Source: an optimization exercise on an open RTL-to-GDS flow (aim: small area, a short achievable clock period and few clock cycles per item). Production flows keep margins and buffers that such runs may drop. Function was not checked in any run shown here: the RTL went through the layout flow alone. Power figures rest on the tool's default switching activity, not on a simulated workload.

==> flow/flow/run.sh <==
#!/bin/bash
export BUFFER_PORTS_ARGS="-buffer_cell sky130_fd_sc_hd__buf_1"
bash standard.sh > standard.log 2>&1
==> flow/standard.sh <==
#!/bin/bash
# synth_recipe.tcl (not shown) runs the flow's synth.tcl, then flattens the netlist and writes it again
# the make line also repeats each setting of config.mk as NAME=value (left out here)
make -C /OpenROAD-flow-scripts/flow DESIGN_CONFIG=/design/flow/config.mk WORK_HOME=/design/flow/orfs CLKGATE_MAP_FILE= SYNTH_SCRIPT=/design/flow/synth_recipe.tcl "${@:-finish}"
==> flow/config.mk <==
export PLATFORM = sky130hd
export DESIGN_NAME = div_unit
export DESIGN_NICKNAME = div_unit
export VERILOG_FILES = /design/flow/design.v
export SDC_FILE = /design/flow/constraint.sdc
export NUM_CORES = 4
export LEC_CHECK = 0
export ABC_AREA = 1
export CAP_MARGIN = 20
export CORE_MARGIN = 2
export CORE_UTILIZATION = 40
export PLACE_DENSITY = 0.6
export SETUP_SLACK_MARGIN = 1.0
export SLEW_MARGIN = 20
export SYNTH_HIERARCHICAL = 1
==> flow/constraint.sdc <==
create_clock -name core_clock -period 5.5 [get_ports {clk}]
set_input_delay 1.1000 -clock core_clock [delete_from_list [all_inputs] [get_ports {clk}]]
set_output_delay 1.1000 -clock core_clock [all_outputs]
set_load 0.01 [all_outputs]
==> flow/design.v <==
package mem_types;
    localparam NUM_SETS = 32;
    localparam NUM_ISETS= 32;
    typedef struct packed {  
        logic [(31-($clog2(NUM_SETS)+5)):00] tag;
        logic [($clog2(NUM_SETS)-1):00] set_addr;
        logic [04:00] offset;
        logic   [31:0]  ufp_addr;
        logic   [3:0]   ufp_rmask;
        logic   [3:0]   ufp_wmask;
        logic   [31:0]  ufp_wdata;
    } cache_t;
    typedef struct packed {  
        logic [(31-($clog2(NUM_ISETS)+5)):00] tag;
        logic [($clog2(NUM_ISETS)-1):00] set_addr;
        logic [04:00] offset;
        logic   [31:0]  ufp_addr;
        logic   [3:0]   ufp_rmask;
        logic   [3:0]   ufp_wmask;
        logic   [31:0]  ufp_wdata;
    } icache_t;
endpackage : mem_types
package rv32i_types;
    localparam NUM_ARCH_REG = 32;
    localparam NUM_ROB_ENTRIES = 8;
    localparam NUM_PHYS_REG = NUM_ROB_ENTRIES+ 32;
    localparam PHYS_REG_IDX = $clog2(NUM_PHYS_REG) - 1;
    localparam ARCH_REG_IDX = $clog2(NUM_ARCH_REG) - 1;
    localparam NUM_RS_ENTRIES = 2;
    localparam ST_Q_ENTRIES = 2;  
    localparam LD_RS_ENTRIES = 2;  
    localparam BRANCH_PRED_M = 1;
    localparam NUM_ORDER = 10;
    typedef struct packed {
        logic valid;
        logic [63:0] order;
        logic [31:0] inst;
        logic [ARCH_REG_IDX:0] rs1_addr, rs2_addr, rd_addr;
        logic [31:0] rs1_rdata, rs2_rdata, rd_wdata;
        logic [31:0] pc_rdata;
        logic [31:0] pc_wdata;
        logic [31:0] mem_addr;
        logic [3:0] mem_rmask;
        logic [3:0] mem_wmask;
        logic [31:0] mem_rdata;
        logic [31:0] mem_wdata;
    } rvfi_t;
    typedef struct packed {
        logic [ARCH_REG_IDX:0] rd;
        logic [PHYS_REG_IDX:0] pd;
        logic valid;
        logic [$clog2(NUM_ROB_ENTRIES)-1:0] rob_entry_idx;
        logic [31:0] rs1_value, rs2_value, value;
        logic [6:0]  opcode;
        logic [31:0] pc;
        logic [31:0] calculated_pc_next;
        logic [31:0] mem_addr;
        logic [3:0]  mem_rmask;
        logic [3:0]  mem_wmask;
        logic [31:0]  mem_rdata;
        logic [31:0]  mem_wdata;
    } cdb_entry_t; 
    typedef struct packed {
        logic   [31:0]  inst;  
        logic   [31:0]  pc;
        logic   [31:0]  pc_next;  
        logic           valid;  
        logic   [PHYS_REG_IDX:0]   ps1_s, ps2_s, pd_s;
        logic   [ARCH_REG_IDX:0]  rd_s, rs1_s, rs2_s;
        logic   ps1_valid, ps2_valid;
        logic   [2:0]   funct3;
        logic   [6:0]   funct7;
        logic   [6:0]   opcode;
        logic   [31:0]  imm;
        logic   [63:0]  order;
        logic   [BRANCH_PRED_M - 1:0]   br_hist;
        logic           regf_we;
    } decode_rename_to_dispatch_t;  
    typedef struct packed {
        logic [PHYS_REG_IDX:0] pd;
        logic [ARCH_REG_IDX:0] rs1, rs2, rd;
        logic           write_en;  
    } decode_rename_to_RAT_t;  
    typedef struct packed {
        logic [PHYS_REG_IDX:0] ps1, ps2;
        logic ps1_valid, ps2_valid;
    } RAT_to_decode_rename_t;  
    typedef struct packed {
        logic [ARCH_REG_IDX:0] rd;
        logic [PHYS_REG_IDX:0] pd;
        logic [31:0] pc;
        logic [31:0] pc_next;
        logic [63:0] order;
        logic [6:0] opcode;
        logic [31:0] calculated_pc_next;
        logic   [BRANCH_PRED_M - 1:0]   br_hist;
    } dispatch_to_ROB_only_data_t;  
    typedef struct packed {
        dispatch_to_ROB_only_data_t dispatch_to_ROB_only_data;  
        rvfi_t rvfi;
        logic enqueue_rob;
    } dispatch_to_ROB_t;
    typedef struct packed {
        logic commit;
        dispatch_to_ROB_only_data_t dispatch_data;
        rvfi_t rvfi;
    } ROB_entry_t;
    typedef struct packed {
        logic [($clog2(NUM_ROB_ENTRIES)-1):0] rob_entry_idx;
        logic is_rob_full;
    } ROB_to_dispatch_t;  
    typedef struct packed {
        ROB_entry_t rob_entry;
        logic is_rob_empty;
    } ROB_to_RRF_t;
    typedef struct packed {
        logic dequeue;
    } RRF_to_ROB_t;
    typedef struct packed {
        logic ps1_valid, ps2_valid;
        logic [PHYS_REG_IDX:0] ps1, ps2, pd;
        logic [ARCH_REG_IDX:0] rd;
        logic [2:0] funct3;
        logic [6:0] funct7;
        logic [6:0] opcode;
        logic [31:0] imm;
        logic [$clog2(NUM_ROB_ENTRIES)-1:0] rob_entry_idx;
        logic [31:0] pc;
        logic valid;
    } dispatch_to_rs_t;
    typedef struct packed {
        logic ps1_valid, ps2_valid;
        logic [PHYS_REG_IDX:0] ps1, ps2, pd;
        logic [ARCH_REG_IDX:0] rd;
        logic [2:0] funct3;
        logic [6:0] opcode;
        logic [31:0] imm;
        logic [$clog2(NUM_ROB_ENTRIES)-1:0] rob_entry_idx;
        logic [31:0] pc;
        logic valid;
    } dispatch_to_lsq_t;
    typedef struct packed {
        logic ps1_valid, ps2_valid;
        logic [PHYS_REG_IDX:0] ps1, ps2, pd;
        logic [ARCH_REG_IDX:0] rd;
        logic [2:0] funct3;
        logic [6:0] funct7;
        logic [6:0] opcode;
        logic [31:0] imm;
        logic [$clog2(NUM_ROB_ENTRIES)-1:0] rob_entry_idx;
        logic [31:0] pc;
        logic valid;
    } rs_to_alu_t;
       typedef struct packed {
        logic ps1_valid, ps2_valid;
        logic [PHYS_REG_IDX:0] ps1, ps2, pd;
        logic [ARCH_REG_IDX:0] rd;
        logic [2:0] funct3;
        logic [6:0] funct7;
        logic [6:0] opcode;
        logic [31:0] imm;
        logic [$clog2(NUM_ROB_ENTRIES)-1:0] rob_entry_idx;
        logic [31:0] pc;
        logic valid;
    } rs_to_br_t;
    typedef struct packed {
        logic ps1_valid, ps2_valid;
        logic [PHYS_REG_IDX:0] ps1, ps2, pd;
        logic [ARCH_REG_IDX:0] rd;
        logic [2:0] funct3;
        logic [6:0] funct7;
        logic [6:0] opcode;
        logic [31:0] imm;
        logic [$clog2(NUM_ROB_ENTRIES)-1:0] rob_entry_idx;
        logic [31:0] pc;
        logic valid;
    } rs_to_mult_t;
    typedef struct packed {
        logic ps1_valid, ps2_valid;
        logic [PHYS_REG_IDX:0] ps1, ps2, pd;
        logic [ARCH_REG_IDX:0] rd;
        logic [2:0] funct3;
        logic [6:0] funct7;
        logic [6:0] opcode;
        logic [31:0] imm;
        logic [$clog2(NUM_ROB_ENTRIES)-1:0] rob_entry_idx;
        logic [31:0] pc;
        logic valid;
    } rs_to_div_t;
    typedef struct packed {
        logic [PHYS_REG_IDX:0] pd;
        logic [ARCH_REG_IDX:0] rd;
        logic [2:0] funct3;
        logic [6:0] opcode;
        logic [$clog2(NUM_ROB_ENTRIES)-1:0] rob_entry_idx;
        logic [31:0] pc;
        logic valid;
    } mult_pipe_t;
    typedef struct packed {
        rs_to_alu_t data;
        logic [NUM_ORDER:0] order;
    } ALU_RS_entry_t;
    typedef struct packed {
        rs_to_alu_t data;
        logic [NUM_ORDER:0] order;
    } MUL_RS_entry_t;
    typedef struct packed {
        rs_to_br_t data;
        logic [NUM_ORDER:0] order;
    } BR_RS_entry_t;
    typedef struct packed {
        dispatch_to_lsq_t data;
        logic valid;
    } lsq_entry_t;
    typedef struct packed {
       logic   [31:0]  inst;
       logic   [31:0]  pc;
       logic   [31:0]  pc_next;
       logic   [63:0]  order;
       logic           valid;  
    } fetch_to_queue;  
    typedef enum logic [6:0] {
        op_b_lui       = 7'b0110111,  
        op_b_auipc     = 7'b0010111,  
        op_b_jal       = 7'b1101111,  
        op_b_jalr      = 7'b1100111,  
        op_b_br        = 7'b1100011,  
        op_b_load      = 7'b0000011,  
        op_b_store     = 7'b0100011,  
        op_b_imm       = 7'b0010011,  
        op_b_reg       = 7'b0110011   
    } rv32i_opcode;
    typedef enum logic [6:0] {
        base           = 7'b0000000,
        variant        = 7'b0100000,
        mult           = 7'b0000001
    } funct7_t;
    typedef enum logic [2:0] {
        arith_f3_add   = 3'b000,  
        arith_f3_sll   = 3'b001,
        arith_f3_slt   = 3'b010,
        arith_f3_sltu  = 3'b011,
        arith_f3_xor   = 3'b100,
        arith_f3_sr    = 3'b101,  
        arith_f3_or    = 3'b110,
        arith_f3_and   = 3'b111
    } arith_f3_t;
    typedef enum logic [2:0] {
        load_f3_lb     = 3'b000,
        load_f3_lh     = 3'b001,
        load_f3_lw     = 3'b010,
        load_f3_lbu    = 3'b100,
        load_f3_lhu    = 3'b101
    } load_f3_t;
    typedef enum logic [2:0] {
        store_f3_sb    = 3'b000,
        store_f3_sh    = 3'b001,
        store_f3_sw    = 3'b010
    } store_f3_t;
    typedef enum logic [2:0] { 
        branch_f3_beq  = 3'b000,
        branch_f3_bne  = 3'b001,
        branch_f3_blt  = 3'b100,
        branch_f3_bge  = 3'b101,
        branch_f3_bltu = 3'b110,
        branch_f3_bgeu = 3'b111
    } branch_f3_t;
    typedef enum logic [2:0] {
        alu_op_add     = 3'b000,
        alu_op_sll     = 3'b001,
        alu_op_sra     = 3'b010,
        alu_op_sub     = 3'b011,
        alu_op_xor     = 3'b100,
        alu_op_srl     = 3'b101,
        alu_op_or      = 3'b110,
        alu_op_and     = 3'b111
    } alu_ops;
    typedef enum logic [2:0] {
        mul_op_mul      = 3'b000,
        mul_op_mulh     = 3'b001,
        mul_op_mulhsu   = 3'b010,
        mul_op_mulhu    = 3'b011,
        mul_op_div      = 3'b100,
        mul_op_divu     = 3'b101,
        mul_op_rem      = 3'b110,
        mul_op_remu     = 3'b111
    } mul_ops;
    typedef union packed {
        logic [31:0] word;
        struct packed {
            logic [11:0] i_imm;
            logic [4:0]  rs1;
            logic [2:0]  funct3;
            logic [4:0]  rd;
            rv32i_opcode opcode;
        } i_type;
        struct packed {
            logic [6:0]  funct7;
            logic [4:0]  rs2;
            logic [4:0]  rs1;
            logic [2:0]  funct3;
            logic [4:0]  rd;
            rv32i_opcode opcode;
        } r_type;
        struct packed {
            logic [11:5] imm_s_top;
            logic [4:0]  rs2;
            logic [4:0]  rs1;
            logic [2:0]  funct3;
            logic [4:0]  imm_s_bot;
            rv32i_opcode opcode;
        } s_type;
        struct packed {
            logic [11:5] imm_s_top;
            logic [4:0]  rs2;
            logic [4:0]  rs1;
            logic [2:0]  funct3;
            logic [4:0]  imm_s_bot;
            rv32i_opcode opcode;
        } b_type;
        struct packed {
            logic [31:12] imm;
            logic [4:0]   rd;
            rv32i_opcode  opcode;
        } j_type;
    } instr_t;
endpackage : rv32i_types
module div_unit
(
    input  logic        clk,
    input  logic        rst,
    input  logic        issue,           
    input  logic [2:0]  funct3,          
    input  logic [6:0]  opcode,
    input  logic [4:0]  rd,
    input  logic [5:0]  pd,
    input  logic [2:0]  rob_idx,
    input  logic [31:0] pc,
    input  logic [31:0] ps1_value,
    input  logic [31:0] ps2_value,
    output logic        ready,           
    input  logic        cdb_dequeue,     
    output logic        res_valid,
    output logic [4:0]  res_rd,
    output logic [5:0]  res_pd,
    output logic [2:0]  res_rob_idx,
    output logic [31:0] res_value,
    output logic [31:0] res_rs1_value,
    output logic [31:0] res_rs2_value,
    output logic [31:0] res_pc,
    output logic [31:0] res_pc_next,
    output logic [6:0]  res_opcode
);
logic s_idle, s_iter, s_done;
logic [31:0] a_r, nb_r, pc_r;  
logic [6:0]  opcode_r;
logic [4:0]  rd_r;
logic [5:0]  pd_r;
logic [2:0]  rob_r;
logic        sb_r;        
logic        sel_a, sel_r, sel_q, ones_r, neg_r;  
logic [5:0]  n_r;         
logic [31:0] r_r;         
logic [31:0] q_r;         
logic        sa_i, sb_i, dbz_i, quick_i;
logic [5:0]  n_i;
logic [31:0] r_i, q_i;
div_align align (
    .a(ps1_value), .b(ps2_value), .sgn(~funct3[0]),
    .sa(sa_i), .sb(sb_i), .dbz(dbz_i), .quick(quick_i),
    .n(n_i), .r(r_i), .q(q_i)
);
logic [34:0] r4, nb1, nb2, d1, d2, d3, cs_s, cs_c;
logic        c_b;
logic [1:0]  qdig;
logic [31:0] r_next;
assign c_b  = ~sb_r;
assign r4   = {1'b0, r_r, q_r[31:30]};
assign nb1  = {3'b111, nb_r};
assign nb2  = {nb1[33:0], c_b};
assign d1   = r4 + nb1 + {34'd0, c_b};
assign d2   = r4 + nb2 + {34'd0, c_b};
assign cs_s = r4 ^ nb1 ^ nb2;
assign cs_c = {((r4[33:0] & nb1[33:0]) | (r4[33:0] & nb2[33:0]) | (nb1[33:0] & nb2[33:0])), c_b};
assign d3   = cs_s + cs_c + {34'd0, c_b};
always_comb begin
    if (!d3[34])      begin qdig = 2'd3; r_next = d3[31:0]; end
    else if (!d2[34]) begin qdig = 2'd2; r_next = d2[31:0]; end
    else if (!d1[34]) begin qdig = 2'd1; r_next = d1[31:0]; end
    else              begin qdig = 2'd0; r_next = r4[31:0]; end
end
assign ready     = s_idle | (s_done & cdb_dequeue);
assign res_valid = s_done;
always_ff @(posedge clk) begin
    if (rst) begin
        s_idle  <= 1'b1;
        s_iter  <= 1'b0;
        s_done  <= 1'b0;
    end else begin
        s_iter  <= (issue & ~quick_i) | (s_iter & (n_r != 6'd2));
        s_done  <= (issue & quick_i) | (s_iter & (n_r == 6'd2)) | (s_done & ~cdb_dequeue);
        s_idle  <= (s_idle & ~issue) | (s_done & cdb_dequeue & ~issue);
    end
end
always_ff @(posedge clk) begin
    if (issue) begin
        a_r      <= ps1_value;
        nb_r     <= ps2_value ^ {32{~sb_i}};
        pc_r     <= pc;
        opcode_r <= opcode;
        rd_r     <= rd;
        pd_r     <= pd;
        rob_r    <= rob_idx;
        sb_r     <= sb_i;
        sel_a    <= quick_i & funct3[1];
        sel_r    <= ~quick_i & funct3[1];
        sel_q    <= ~quick_i & ~funct3[1];
        ones_r   <= quick_i & ~funct3[1] & dbz_i;
        neg_r    <= ~quick_i & (funct3[1] ? sa_i : (sa_i ^ sb_i));
        n_r      <= n_i;
        r_r      <= r_i;
        q_r      <= q_i;
    end else if (s_iter) begin
        n_r      <= n_r - 6'd2;
        r_r      <= r_next;
        q_r      <= {q_r[29:0], qdig};
    end
end
logic [31:0] fx_out, pc_next, b_out;
div_outs outs (
    .a(a_r), .r(r_r), .q(q_r),
    .sel_a(sel_a), .sel_r(sel_r), .sel_q(sel_q), .ones(ones_r), .neg(neg_r),
    .y(fx_out),
    .pc(pc_r), .pc_next(pc_next),
    .nb(nb_r), .sb(sb_r), .b(b_out)
);
assign res_rd        = rd_r;
assign res_pd        = pd_r;
assign res_rob_idx   = rob_r;
assign res_value     = fx_out;
assign res_rs1_value = a_r;
assign res_rs2_value = b_out;
assign res_pc        = pc_r;
assign res_pc_next   = pc_next;
assign res_opcode    = opcode_r;
endmodule
module div_align
(
    input  logic [31:0] a,
    input  logic [31:0] b,
    input  logic        sgn,
    output logic        sa,
    output logic        sb,
    output logic        dbz,
    output logic        quick,
    output logic [5:0]  n,
    output logic [31:0] r,
    output logic [31:0] q
);
function automatic logic [5:0] bitlen(input logic [31:0] x);
    bitlen = 6'd0;
    for (int i = 0; i < 32; i++)
        if (x[i]) bitlen = i + 1;
endfunction
logic [31:0] ma, mb, pa, lo, amag;
logic [5:0]  la, lb, n_diff;
assign sa  = sgn & a[31];
assign sb  = sgn & b[31];
assign dbz = (b == 32'd0);
assign ma  = a ^ {32{sa}};
assign mb  = b ^ {32{sb}};
always_comb begin
    pa = ma;
    pa = pa | (pa >> 1);
    pa = pa | (pa >> 2);
    pa = pa | (pa >> 4);
    pa = pa | (pa >> 8);
    pa = pa | (pa >> 16);
end
assign quick = dbz | (|(mb & ~(sa ? {pa[30:0], 1'b1} : pa)));
assign la     = bitlen(ma) + {5'd0, sa};
assign lb     = bitlen(mb);
assign n_diff = la - lb + 6'd1;
assign n      = n_diff[5] ? 6'd32 : {n_diff[5:1] + {4'd0, n_diff[0]}, 1'b0};
always_comb begin
    lo = a << 1;
    lo = lo | (lo << 1);
    lo = lo | (lo << 2);
    lo = lo | (lo << 4);
    lo = lo | (lo << 8);
    lo = lo | (lo << 16);
end
assign amag = a ^ ({32{sa}} & lo);
logic [31:0] rot1, rot2, rot3, rot, lowmask;
assign rot1    = n[1] ? {amag[1:0], amag[31:2]} : amag;
assign rot2    = n[2] ? {rot1[3:0],  rot1[31:4]}  : rot1;
assign rot3    = n[3] ? {rot2[7:0],  rot2[31:8]}  : rot2;
assign rot     = n[4] ? {rot3[15:0], rot3[31:16]} : rot3;
assign lowmask = 32'hffffffff >> n;
assign r = rot & lowmask;
assign q = rot & ~lowmask;
endmodule
module div_outs
(
    input  logic [31:0] a,
    input  logic [31:0] r,
    input  logic [31:0] q,
    input  logic        sel_a,
    input  logic        sel_r,
    input  logic        sel_q,
    input  logic        ones,
    input  logic        neg,
    output logic [31:0] y,
    input  logic [31:0] pc,
    output logic [31:0] pc_next,
    input  logic [31:0] nb,
    input  logic        sb,
    output logic [31:0] b
);
logic [31:0] x, lo;
assign x = ({32{sel_a}} & a) | ({32{sel_r}} & r) | ({32{sel_q}} & q) | {32{ones}};
always_comb begin
    lo = x << 1;
    lo = lo | (lo << 1);
    lo = lo | (lo << 2);
    lo = lo | (lo << 4);
    lo = lo | (lo << 8);
    lo = lo | (lo << 16);
end
assign y = x ^ ({32{neg}} & lo);
logic [31:0] all1;    
always_comb begin
    all1 = {pc[30:2], 3'b111};
    all1 = all1 & {all1[30:0], 1'b1};
    all1 = all1 & {all1[29:0], 2'b11};
    all1 = all1 & {all1[27:0], 4'hf};
    all1 = all1 & {all1[23:0], 8'hff};
    all1 = all1 & {all1[15:0], 16'hffff};
end
assign pc_next = {pc[31:2] ^ all1[31:2], pc[1:0]};
assign b = nb ^ {32{~sb}};
endmodule
==> run notes, run 1 <==
- Worst r2r src: nb_r[27]$_DFFE_PP_
- Final non-filler cell total: 4,819
- CP Data Arrival Time: 6.03 ns
- Most frequent cells after synthesis: nand2_1, inv_1, nor2_1, nand3_1, edfxtp_1
- Antenna violations before repair: 2
- ANT nets after route: 0
- Area Overhead vs Synth: 28.9%
- FF-to-FF End: r_r[26]$_DFFE_PN_
- Rel. slew slack: 29.6%
- Fin nets: 4,326
- # IOs: between 300 and 400
- Root Buffer Master: clkbuf_16
- Largest cells by area after synthesis: edfxtp_1, nand2_1, ha_1
- Switching Share: 55.2%
- Clock latency on the worst-skew pair: 0.52 ns
- Avg Cell Area, Syn: 6.68 sq um
- DIE HEIGHT: 244 um
- Core area: 0.0567 sq mm
- Clock share of power: about 7.7%
- Placer Congestion: 1.01
- Synth Instances: 3,450
- Die area: 0.0596 sq mm
- CP peak stage delay: around 0.33 ns
- Static Leak: approximately 0.014 uW
- Max IR drop VDD: 0.332 mV
- Grt met2 use: 53.9%
- Post-Syn Nets: between 3,000 and 4,000
- Grt met1 use: 42.1%
- Post-DP Area: 0.0273 sq mm
- DR pass1 iterations: 5
- Final setup viols: 64
- WL per Instance: 20.4 um
- Cells after DPL: roughly 4,700
- Hold/Removal Path Class: reg -> reg
- Clk_skew: 0.0261 ns
- Fmax: 0.174 GHz
- Worst reg2reg path depth: 14
- Routed Wire Length: 98,400 um
- Pwr/cell area: 569 mW/mm^2
- Final period util: 105%
- First-pass GRT wire length: 144,000 um
- Sink Count: 196
- Crit-path most repeated cell: nand2_1
- Worst slew pin tran: ~1.1 ns
- Ys flop type: edfxtp_1
- Cts bufs inserted: 17
- Tmin final: 5.76 ns
- Post-synthesis xor/xnor area fraction: under 10%
- Busiest grt layer: met2
- Max-cap violations: 0
- Internal: 7580 uW
- Worst path required time: roughly 5.8 ns
- CTS tree: done
- Post-Synth Simple-Gate Area: 36.2%
- Top cell type's share of synthesized area: 25.1%
- Comb pwr share: around three quarters
- Initial Utilization: 40.6%
- Top-count cell post-synth: nand2_1
- Complex-gate fraction of the synthesized area: between 10% and 20%
- GRT Util Overall: around a third
- Main combinational cell family by area after synthesis: simple AND/OR/NAND/NOR gates
- Post-synth EDFFs: 193
- Pin count of the biggest net entering global routing: 138
- Seq pwr share: 16.0%
- # port buffers: slightly above 300
- GRT met3 Usage: 4.86%
- Filler Cell Count: between 5,000 and 6,000
- Ys async rst share: 0%
- Avg Vias per Cell: 5.30
- CP Launch Point: ps1_value[0]
- Final routed DRC violation total: 0
- Final worst setup slack: -0.261 ns
- Crit-path slowest cell: fa_2
- Clk slew on worst S/H paths: approximately 0.080 ns
- Hold Vio Cnt, Final: 0
- Hold path cells: 2
- Max-slew violation count: 0
- Reg2reg setup slack: roughly 1.1 ns
- Critical Path Sink: r_r[21]$_DFFE_PN_
- Crit Path Max Fanout: 8
- Violated checks: setup timing
- Yosys reg bits: 196
- Cell Area, Synth: 0.0231 sq mm
- CP Capture Type: flip-flop
- CP Launch Type: input port
- Synth warn: 9
- Status: finished with violations
- CTS Buffer Depth: 2
- RSZ-0062 raised after global routing: true
- Sequential cell area fraction in the yosys report: 25.4%
- Distinct cells, synth: 66
- Multiplexer share of the synthesized area: 0.564%
- Cell area after layout: 0.0297 sq mm
- H-tree depth: 4
- Share of post-route cells with drive strength above 1: 19.1%
- Most area-hungry cell type in the Yosys netlist: edfxtp_1
- Starting DRT DRC Count: 2,321
- P_sw: 9340 uW
- Die X: 244 um
- Post-detail-place hpwl: 81,500 um
- Post-CTS Hold Buffers: 0
- Via count: 25,500
- FP Rows: 87
- Grt total ovfl: 0
- Post-Synth Adder-Cell Area: 9.54%
- Via count of the first global-routing pass: approximately 24,000
- Crit Path Class: in -> reg
per-stage QoR:
stage | setup WS, ns | TNS [ns] | total power (uW) | util [%] | hold WS, ns
2_1_floorplan | -0.574 | -21.45 | 9980 | - | 0.441
3_3_place_gp | -0.970 | -56.58 | 13900 | 48.1 | 0.490
3_5_place_dp | -1.05 | -60.06 | 13900 | 48.1 | 0.489
4_1_cts | -0.196 | -5.85 | 15900 | 50.7 | 0.501
5_1_grt | -0.758 | -41.04 | 18200 | 52.4 | 0.539
6_report | -0.261 | -9.54 | 16900 | 52.4 | 0.498
per-module statistics from Yosys (local to each module, per instance):
module,cells inside,times used
div_align,991,1
div_outs,592,1
div_unit,1867,1
critical path: cells and delay by family:
family | cells | cell delay (ns)
XOR/XNOR | 1 | 0.17
AND/OR/NAND/NOR | 39 | 2.43
buffers and inverters | 5 | 0.66
AO/OA/AOI/OAI | 3 | 0.35
adder cells (fa/ha/maj) | 4 | 0.94
multiplexers | 2 | 0.36
area by class of cell:
class                      instances  area [sq um]  share of cell area, %
sequential                       196          5860                   19.7
timing repair inverter             2          22.5                 0.0758
timing repair buffer             674          4410                   14.8
antenna                            1          2.50                0.00842
clock buffer                      17           425                   1.43
clock inverter                    15           148                  0.497
tap                              756           946                   3.18
multi-input combinational       2798         16500                   55.5
inverter                         360          1420                   4.79
power by group through the flow:
stage               Clock [uW]  Sequential (uW)  Combinational (uW)
global route              1370             2730               14100
finish                    1300             2710               12900
floorplan                    0             2470                7500
global placement             0             2740               11100
detailed placement           0             2740               11100
CTS                       1330             2710               11900
per-layer routing:
metal	share of wire, %	wire length [um]
met4	3.8	3720
met2	47	46100
met3	7.6	7460
met1	42	41200
met5	0	0
cells by family after synthesis:
| logic type | after synthesis |
|---|---|
| muxes | 13 |
| AOI/OAI and AO/OA | 427 |
| xor gates and xnor gates | 244 |
| and+or+nand+nor | 1960 |
| other | 1 |
| DFF | 196 |
| adders and majority gates | 153 |
| buffers and inverters | 456 |
timing repair:
item                                    in CTS  in global routing
cloned                                       5                  4
setup buffers                               26                 23
resized for setup                          154                186
endpoints found under the setup margin      76                 76
pin swaps                                   58                 71
flip-flops by register name, indices dropped and copies added, names as in the netlist:
signal    cells
n_r           6
nb_r         32
s_iter        1
s_idle        1
sel_a         1
pc_r         32
neg_r         1
r_r          32
a_r          32
ones_r        1
pd_r          6
opcode_r      7
s_done        1
q_r          32
sb_r          1
sel_r         1
rob_r         3
rd_r          5
sel_q         1
placed cells by master, fill, tap and decap left out, types with 34 or more instances in the layout:
cell and n:
nor3_1 36, o21ai_0 73, o21ai_1 42, nand2_1 1089
nor2_2 52, nand3_1 208, buf_6 45, ha_1 112
xnor2_1 96, o21ai_2 43, a21oi_1 135, edfxtp_1 193
nand2_2 75, fa_1 36, nor2_1 307, nor2_4 34
buf_1 300, xor2_1 141, buf_4 304, inv_1 327
worst min path at each step:
stage	startpoint	end	slack [ns]
floorplan	s_iter$_SDFF_PP0_	s_iter$_SDFF_PP0_	0.44
global placement	s_iter$_SDFF_PP0_	s_iter$_SDFF_PP0_	0.49
detailed placement	s_iter$_SDFF_PP0_	s_iter$_SDFF_PP0_	0.49
CTS	s_iter$_SDFF_PP0_	s_iter$_SDFF_PP0_	0.50
global route	s_iter$_SDFF_PP0_	s_iter$_SDFF_PP0_	0.54
finish	s_iter$_SDFF_PP0_	s_iter$_SDFF_PP0_	0.50
==> run 2: changes to the inputs <==
--- a/flow/design.v
+++ b/flow/design.v
@@ -365,11 +365,50 @@
 logic        sa_i, sb_i, dbz_i, quick_i;
 logic [5:0]  n_i;
 logic [31:0] r_i, q_i;
-div_align align (
-    .a(ps1_value), .b(ps2_value), .sgn(~funct3[0]),
-    .sa(sa_i), .sb(sb_i), .dbz(dbz_i), .quick(quick_i),
-    .n(n_i), .r(r_i), .q(q_i)
-);
+function automatic logic [5:0] bitlen(input logic [31:0] x);
+    bitlen = 6'd0;
+    for (int i = 0; i < 32; i++)
+        if (x[i]) bitlen = i + 1;
+endfunction
+logic        sgn_i;
+logic [31:0] ma, mb, pa, lo, amag;
+logic [5:0]  la, lb, n_diff;
+assign sgn_i = ~funct3[0];
+assign sa_i  = sgn_i & ps1_value[31];
+assign sb_i  = sgn_i & ps2_value[31];
+assign dbz_i = (ps2_value == 32'd0);
+assign ma  = ps1_value ^ {32{sa_i}};
+assign mb  = ps2_value ^ {32{sb_i}};
+always_comb begin
+    pa = ma;
+    pa = pa | (pa >> 1);
+    pa = pa | (pa >> 2);
+    pa = pa | (pa >> 4);
+    pa = pa | (pa >> 8);
+    pa = pa | (pa >> 16);
+end
+assign quick_i = dbz_i | (|(mb & ~(sa_i ? {pa[30:0], 1'b1} : pa)));
+assign la     = bitlen(ma) + {5'd0, sa_i};
+assign lb     = bitlen(mb);
+assign n_diff = la - lb + 6'd1;
+assign n_i    = n_diff[5] ? 6'd32 : {n_diff[5:1] + {4'd0, n_diff[0]}, 1'b0};
+always_comb begin
+    lo = ps1_value << 1;
+    lo = lo | (lo << 1);
+    lo = lo | (lo << 2);
+    lo = lo | (lo << 4);
+    lo = lo | (lo << 8);
+    lo = lo | (lo << 16);
+end
+assign amag = ps1_value ^ ({32{sa_i}} & lo);
+logic [31:0] rot1, rot2, rot3, rot, lowmask;
+assign rot1    = n_i[1] ? {amag[1:0], amag[31:2]} : amag;
+assign rot2    = n_i[2] ? {rot1[3:0],  rot1[31:4]}  : rot1;
+assign rot3    = n_i[3] ? {rot2[7:0],  rot2[31:8]}  : rot2;
+assign rot     = n_i[4] ? {rot3[15:0], rot3[31:16]} : rot3;
+assign lowmask = 32'hffffffff >> n_i;
+assign r_i = rot & lowmask;
+assign q_i = rot & ~lowmask;
 logic [34:0] r4, nb1, nb2, d1, d2, d3, cs_s, cs_c;
 logic        c_b;
 logic [1:0]  qdig;
@@ -444,62 +483,6 @@
 assign res_pc_next   = pc_next;
 assign res_opcode    = opcode_r;
 endmodule
-module div_align
-(
-    input  logic [31:0] a,
-    input  logic [31:0] b,
-    input  logic        sgn,
-    output logic        sa,
-    output logic        sb,
-    output logic        dbz,
-    output logic        quick,
-    output logic [5:0]  n,
-    output logic [31:0] r,
-    output logic [31:0] q
-);
-function automatic logic [5:0] bitlen(input logic [31:0] x);
-    bitlen = 6'd0;
-    for (int i = 0; i < 32; i++)
-        if (x[i]) bitlen = i + 1;
-endfunction
-logic [31:0] ma, mb, pa, lo, amag;
-logic [5:0]  la, lb, n_diff;
-assign sa  = sgn & a[31];
-assign sb  = sgn & b[31];
-assign dbz = (b == 32'd0);
-assign ma  = a ^ {32{sa}};
-assign mb  = b ^ {32{sb}};
-always_comb begin
-    pa = ma;
-    pa = pa | (pa >> 1);
-    pa = pa | (pa >> 2);
-    pa = pa | (pa >> 4);
-    pa = pa | (pa >> 8);
-    pa = pa | (pa >> 16);
-end
-assign quick = dbz | (|(mb & ~(sa ? {pa[30:0], 1'b1} : pa)));
-assign la     = bitlen(ma) + {5'd0, sa};
-assign lb     = bitlen(mb);
-assign n_diff = la - lb + 6'd1;
-assign n      = n_diff[5] ? 6'd32 : {n_diff[5:1] + {4'd0, n_diff[0]}, 1'b0};
-always_comb begin
-    lo = a << 1;
-    lo = lo | (lo << 1);
-    lo = lo | (lo << 2);
-    lo = lo | (lo << 4);
-    lo = lo | (lo << 8);
-    lo = lo | (lo << 16);
-end
-assign amag = a ^ ({32{sa}} & lo);
-logic [31:0] rot1, rot2, rot3, rot, lowmask;
-assign rot1    = n[1] ? {amag[1:0], amag[31:2]} : amag;
-assign rot2    = n[2] ? {rot1[3:0],  rot1[31:4]}  : rot1;
-assign rot3    = n[3] ? {rot2[7:0],  rot2[31:8]}  : rot2;
-assign rot     = n[4] ? {rot3[15:0], rot3[31:16]} : rot3;
-assign lowmask = 32'hffffffff >> n;
-assign r = rot & lowmask;
-assign q = rot & ~lowmask;
-endmodule
 module div_outs
 (
     input  logic [31:0] a,
==> run 2 against run 1 <==
  * The layout still fails its checks (setup timing)
  * Setup slack got worse by 0.26 ns
  * Critical path depth fell by 8
  * Worst hold slack better by 0.0077 ns
  * Synthesized cell count fell by 16%
  * Largest cell class unchanged
  * Register-to-register slack got worse by 0.11 ns
  * Fmax down 4.3%
  * Clock power increased by about 10%
  * Power shrank 9.0%
  * Combinational power is 12% lower
  * Sequential share of layout area up 1.1 points
  * Critical path type unchanged
  * Highest routed layer unchanged
  * Core utilization rose by 1.9 points
==> run notes, run 2 <==
- Initial Utilization: 40.7% (was 40.6%)
- Worst slew pin tran: 1.08 ns (was 1.06 ns)
- Root Buffer Master: clkbuf_16 (unchanged)
- Sink Count: 195 (was 196)
- ANT nets after route: 0 (unchanged)
- Max IR drop VDD: 0.387 mV (was 0.332 mV)
- Post-synth EDFFs: 192 (was 193)
- Status: finished with violations (unchanged)
- Post-detail-place hpwl: 72,900 um (was 81,500 um)
- Antenna fix cells: 0 (was 1)
- DIE HEIGHT: 233 um (was 244 um)
- Area Overhead vs Synth: 33.5% (was 28.9%)
- Grt total ovfl: 0 (unchanged)
- DR pass1 iterations: 5 (unchanged)
- Hold path cells: 2 (unchanged)
- Clock share of power: 9.3% (was 7.7%)
- Avg Vias per Cell: 5.53 (was 5.30)
- H-tree depth: 4 (unchanged)
- Max-cap violations: 0 (unchanged)
- Hold Vio Cnt, Final: 0 (unchanged)
- Most area-hungry cell type in the Yosys netlist: edfxtp_1 (unchanged)
- Fin nets: 3,768 (was 4,326)
- Distinct cells, synth: 64 (was 66)
- CP Launch Type: input port (unchanged)
- Cell Area, Synth: 0.0210 sq mm (was 0.0231 sq mm)
- Top cell type's share of synthesized area: 27.5% (was 25.1%)
- Crit-path slowest cell: nor2_4 (was fa_2)
- Clock latency on the worst-skew pair: 0.52 ns (about the same)
- Via count: 23,100 (was 25,500)
- FP Rows: 83 (was 87)
- Rel. slew slack: 28.2% (was 29.6%)
- Fmax: 0.166 GHz (was 0.174 GHz)
- Cell family with most CP delay: buffers and inverters (was simple AND/OR/NAND/NOR gates)
- Most common cell after layout, fill and taps aside: nand2_1 (unchanged)
- Placement Setup Slack: -1.04 ns (was -1.05 ns)
- Seq pwr share: 17.3% (was 16.0%)
- Ys async rst share: 0% (unchanged)
- Final period util: 109% (was 105%)
- GRT Util Overall: 32.5% (was 32.2%)
- First-pass GRT wire length: 131,000 um (was 144,000 um)
- Hold Startpoint: s_iter$_SDFF_PP0_ (unchanged)
- Clk_skew: 0.0269 ns (was 0.0261 ns)
- Core area: 0.0516 sq mm (was 0.0567 sq mm)
- # port buffers: 305 (unchanged)
- Starting DRT DRC Count: 1,845 (was 2,321)
- Post-CTS Hold Buffers: 0 (unchanged)
- Sum Neg Setup Slack: -22.26 ns (was -9.54 ns)
- Post-DP Area: 0.0249 sq mm (was 0.0273 sq mm)
- Internal: 7120 uW (was 7580 uW)
- CTS tree: done (unchanged)
- Synth Instances: 2,915 (was 3,450)
- Hold/Removal Path Class: reg -> reg (unchanged)
- Worst path required time: 5.78 ns (was 5.76 ns)
- Switching Share: 53.8% (was 55.2%)
- Sequential cell area fraction in the yosys report: 27.8% (was 25.4%)
- Busiest grt layer: met2 (unchanged)
- CTS Buffer Depth: 2 (unchanged)
- Routed Wire Length: 89,600 um (was 98,400 um)
- Cts bufs inserted: 17 (unchanged)
- Cell area after layout: 0.0280 sq mm (was 0.0297 sq mm)
- Synth warn: 8 (was 9)
- Placer Congestion: 0.981 (was 1.01)
- Pin count of the biggest net entering global routing: 59 (was 138)
- Top-count cell post-synth: nand2_1 (unchanged)
- Worst reg2reg path depth: 13 (was 14)
- P_sw: 8280 uW (was 9340 uW)
- Grt met2 use: 54.4% (was 53.9%)
- Final setup viols: 70 (was 64)
- Violated checks: setup timing (unchanged)
- Reg2reg setup slack: 1.03 ns (was 1.14 ns)
- Antenna violations before repair: 0 (was 2)
- Static Leak: 0.0119 uW (was 0.0135 uW)
- Comb pwr share: 73.4% (was 76.3%)
- GRT met3 Usage: 4.69% (was 4.86%)
- Worst r2r src: nb_r[17]$_DFFE_PP_ (was nb_r[27]$_DFFE_PP_)
- RSZ-0062 raised after global routing: true (unchanged)
- Most frequent cells in the layout: nand2_1, buf_1, buf_4 (was nand2_1, inv_1, nor2_1)
- Grt met1 use: 41.4% (was 42.1%)
- Yosys reg bits: 195 (was 196)
- Share of post-route cells with drive strength above 1: 23.0% (was 19.1%)
- CP Data Arrival Time: 6.30 ns (was 6.03 ns)
- Post-Syn Nets: 3,193 (was 3,727)
- Die area: 0.0543 sq mm (was 0.0596 sq mm)
- Hold Path End: s_iter$_SDFF_PP0_ (unchanged)
- Crit Path Class: in -> reg (unchanged)
- Final routed DRC violation total: 0 (unchanged)
- Tmin final: 6.02 ns (was 5.76 ns)
- Die X: 233 um (was 244 um)
- Critical path buffer and inverter count: 37 (was 5)
- Pwr/cell area: 550 mW/mm^2 (was 569 mW/mm^2)
- Final worst setup slack: -0.520 ns (was -0.261 ns)
- CP Capture Type: flip-flop (unchanged)
- Max-slew violation count: 0 (unchanged)
- Crit-path most repeated cell: buf_4 (was nand2_1)
- Most frequent cells after synthesis: nand2_1, nor2_1, nand3_1, inv_1, edfxtp_1 (was nand2_1, inv_1, nor2_1, nand3_1, edfxtp_1)
- CP Launch Point: funct3[0] (was ps1_value[0])
- # IOs: 307 (unchanged)
- Avg Cell Area, Syn: 7.20 sq um (was 6.68 sq um)
- CP peak stage delay: 0.16 ns (was 0.33 ns)
- Ys flop type: edfxtp_1 (unchanged)
- FF-to-FF End: r_r[20]$_DFFE_PP_ (was r_r[26]$_DFFE_PN_)
- Final core occ: 54.3% (was 52.4%)
- Crit Path Max Fanout: 9 (was 8)
- Via count of the first global-routing pass: 22,200 (was 24,100)
- WL per Instance: 21.4 um (was 20.4 um)
- Clk slew on worst S/H paths: 0.09 ns (was 0.08 ns)
- Largest cells by area after synthesis: edfxtp_1, nand2_1, ha_1 (unchanged)
[run 2: changes by cell type after synthesis, moves of 9 or more]
cell      before  now
a21o_1        17    6
nand2_1     1152  832
a21oi_1      144  164
inv_1        342  219
xor2_1       147  133
o221ai_1       1   16
nor3_1        36   26
o21ai_1       62   36
nor2_1       342  246
o21ai_0       99  154
o21bai_1      20    8
clkbuf_1      27   43
o211ai_1      22   31
[run 2: cells by family (layout without fill, tap and decap cells)]
kind of cell	Yosys count	after routing	share of synthesized area (%)
AO/OA/AOI/OAI	491	491	13.5
multiplexers	10	10	0.495
XOR/XNOR	229	229	9.76
buffers and inverters	323	911	6.37
AND/OR/NAND/NOR	1513	1513	31.6
flip-flops	195	195	27.8
adder cells (fa/ha/maj)	154	154	10.5
[run 2: layout make-up]
| class | count | area, sq um |
|---|---|---|
| Timing Repair Buffer | 646 | 4070 |
| Timing Repair inverter | 1 | 8.76 |
| Clock buffer | 17 | 425 |
| Fill cell | 4957 | 23600 |
| Clock inverter | 15 | 238 |
| Tap cell | 680 | 851 |
| Inverter | 232 | 925 |
| Multi-Input combinational cell | 2397 | 15700 |
| Sequential cell | 195 | 5830 |
[run 2: routing by layer]
| layer | vias to the layer above | wire (um) |
|---|---|---|
| met4 | 0 | 4380 |
| met2 | 921 | 42500 |
| met1 | 11000 | 37300 |
| met5 | - | 0 |
| li1 | 11000 | - |
| met3 | 191 | 5410 |
[run 2: repair_timing]
action                                  4_1_cts  5_1_grt
gates resized for setup                     190      233
pin swaps                                    40       73
buffers inserted                             43       19
endpoints found under the setup margin       69       76
gates cloned                                  4        2
[run 2: worst max-delay path by stage]
stage	slack [ns]	cells past startpoint	end
3_3_place_gp	-0.97	57	r_r[1]$_DFFE_PP_
5_1_grt	-0.77	55	q_r[18]$_DFFE_PP_
3_5_place_dp	-1.04	57	r_r[1]$_DFFE_PP_
4_1_cts	-0.27	56	r_r[23]$_DFFE_PP_
2_1_floorplan	-0.20	57	r_r[3]$_DFFE_PP_
6_report	-0.52	46	sel_a$_DFFE_PP_
[run 2: stage by stage]
stage | hold slack (ns) | instances | total power [uW]
after CTS | 0.501 | 4162 | 14400
after floorplan | 0.446 | 2915 | 8940
final | 0.506 | 4183 | 15400
after detailed placement | 0.490 | 4083 | 12200
after global routing | 0.536 | 4183 | 16600
after global placement | 0.486 | 4082 | 12100
[run 2: power by group through the flow]
stage                     clock network, uW  registers, uW  logic [uW]
final                                  1430           2670       11300
after global routing                   1500           2710       12400
after CTS                              1450           2670       10300
after detailed placement                  0           2700        9520
after global placement                    0           2700        9450
after floorplan                           0           2450        6490
[run 2: worst reg2reg max path: stages (launching register included)]
cell and delay, ns:
edfxtp_1 0.63, ha_1 0.51, nand2_1 0.12, nor2_1 0.34
inv_1 0.15, nor4_1 0.49, nand3_1 0.29, nand3_2 0.30
buf_4 0.45, mux2_2 0.40, o211ai_1 0.24, o21ai_0 0.16
nand2_1 0.09, nand2_1 0.05
[run 2: per-module statistics from Yosys (local to each module, per instance)]
module | cells inside | area [sq um] | copies in the design
div_unit | 2323 | 18000 | 1
div_outs | 592 | 2990 | 1

[re-timing with driven ports]
In the flow no input, the clock included, has a driving cell. The finished layouts below were timed again as built, in two steps. Step 1: set_driving_cell puts a clkbuf_16 on clk and a buf_2 on each other input, an assumption about the parent block. Step 2 adds t to the input delays and takes it off the output delays; t is the mean of the earliest and latest rising clock arrival at the registers after step 1. Input paths then give back, and output paths get back, about the clock's delay inside the block. a / b / c = no drivers / after step 1 / after step 2; a / b = the first two.
| run | shift t [ns] | slack for setup (ns) | worst data-port slew with drivers (ns) |
|---|---|---|---|
| run 1 | 0.562 | -0.261 / -0.245 / -0.807 | 0.07 |
| run 2 | 0.562 | -0.520 / -0.499 / -1.062 | 0.06 |
The setup slack of run 1, which loses most, moves by +0.016 ns with the drivers and by -0.546 ns with both steps.
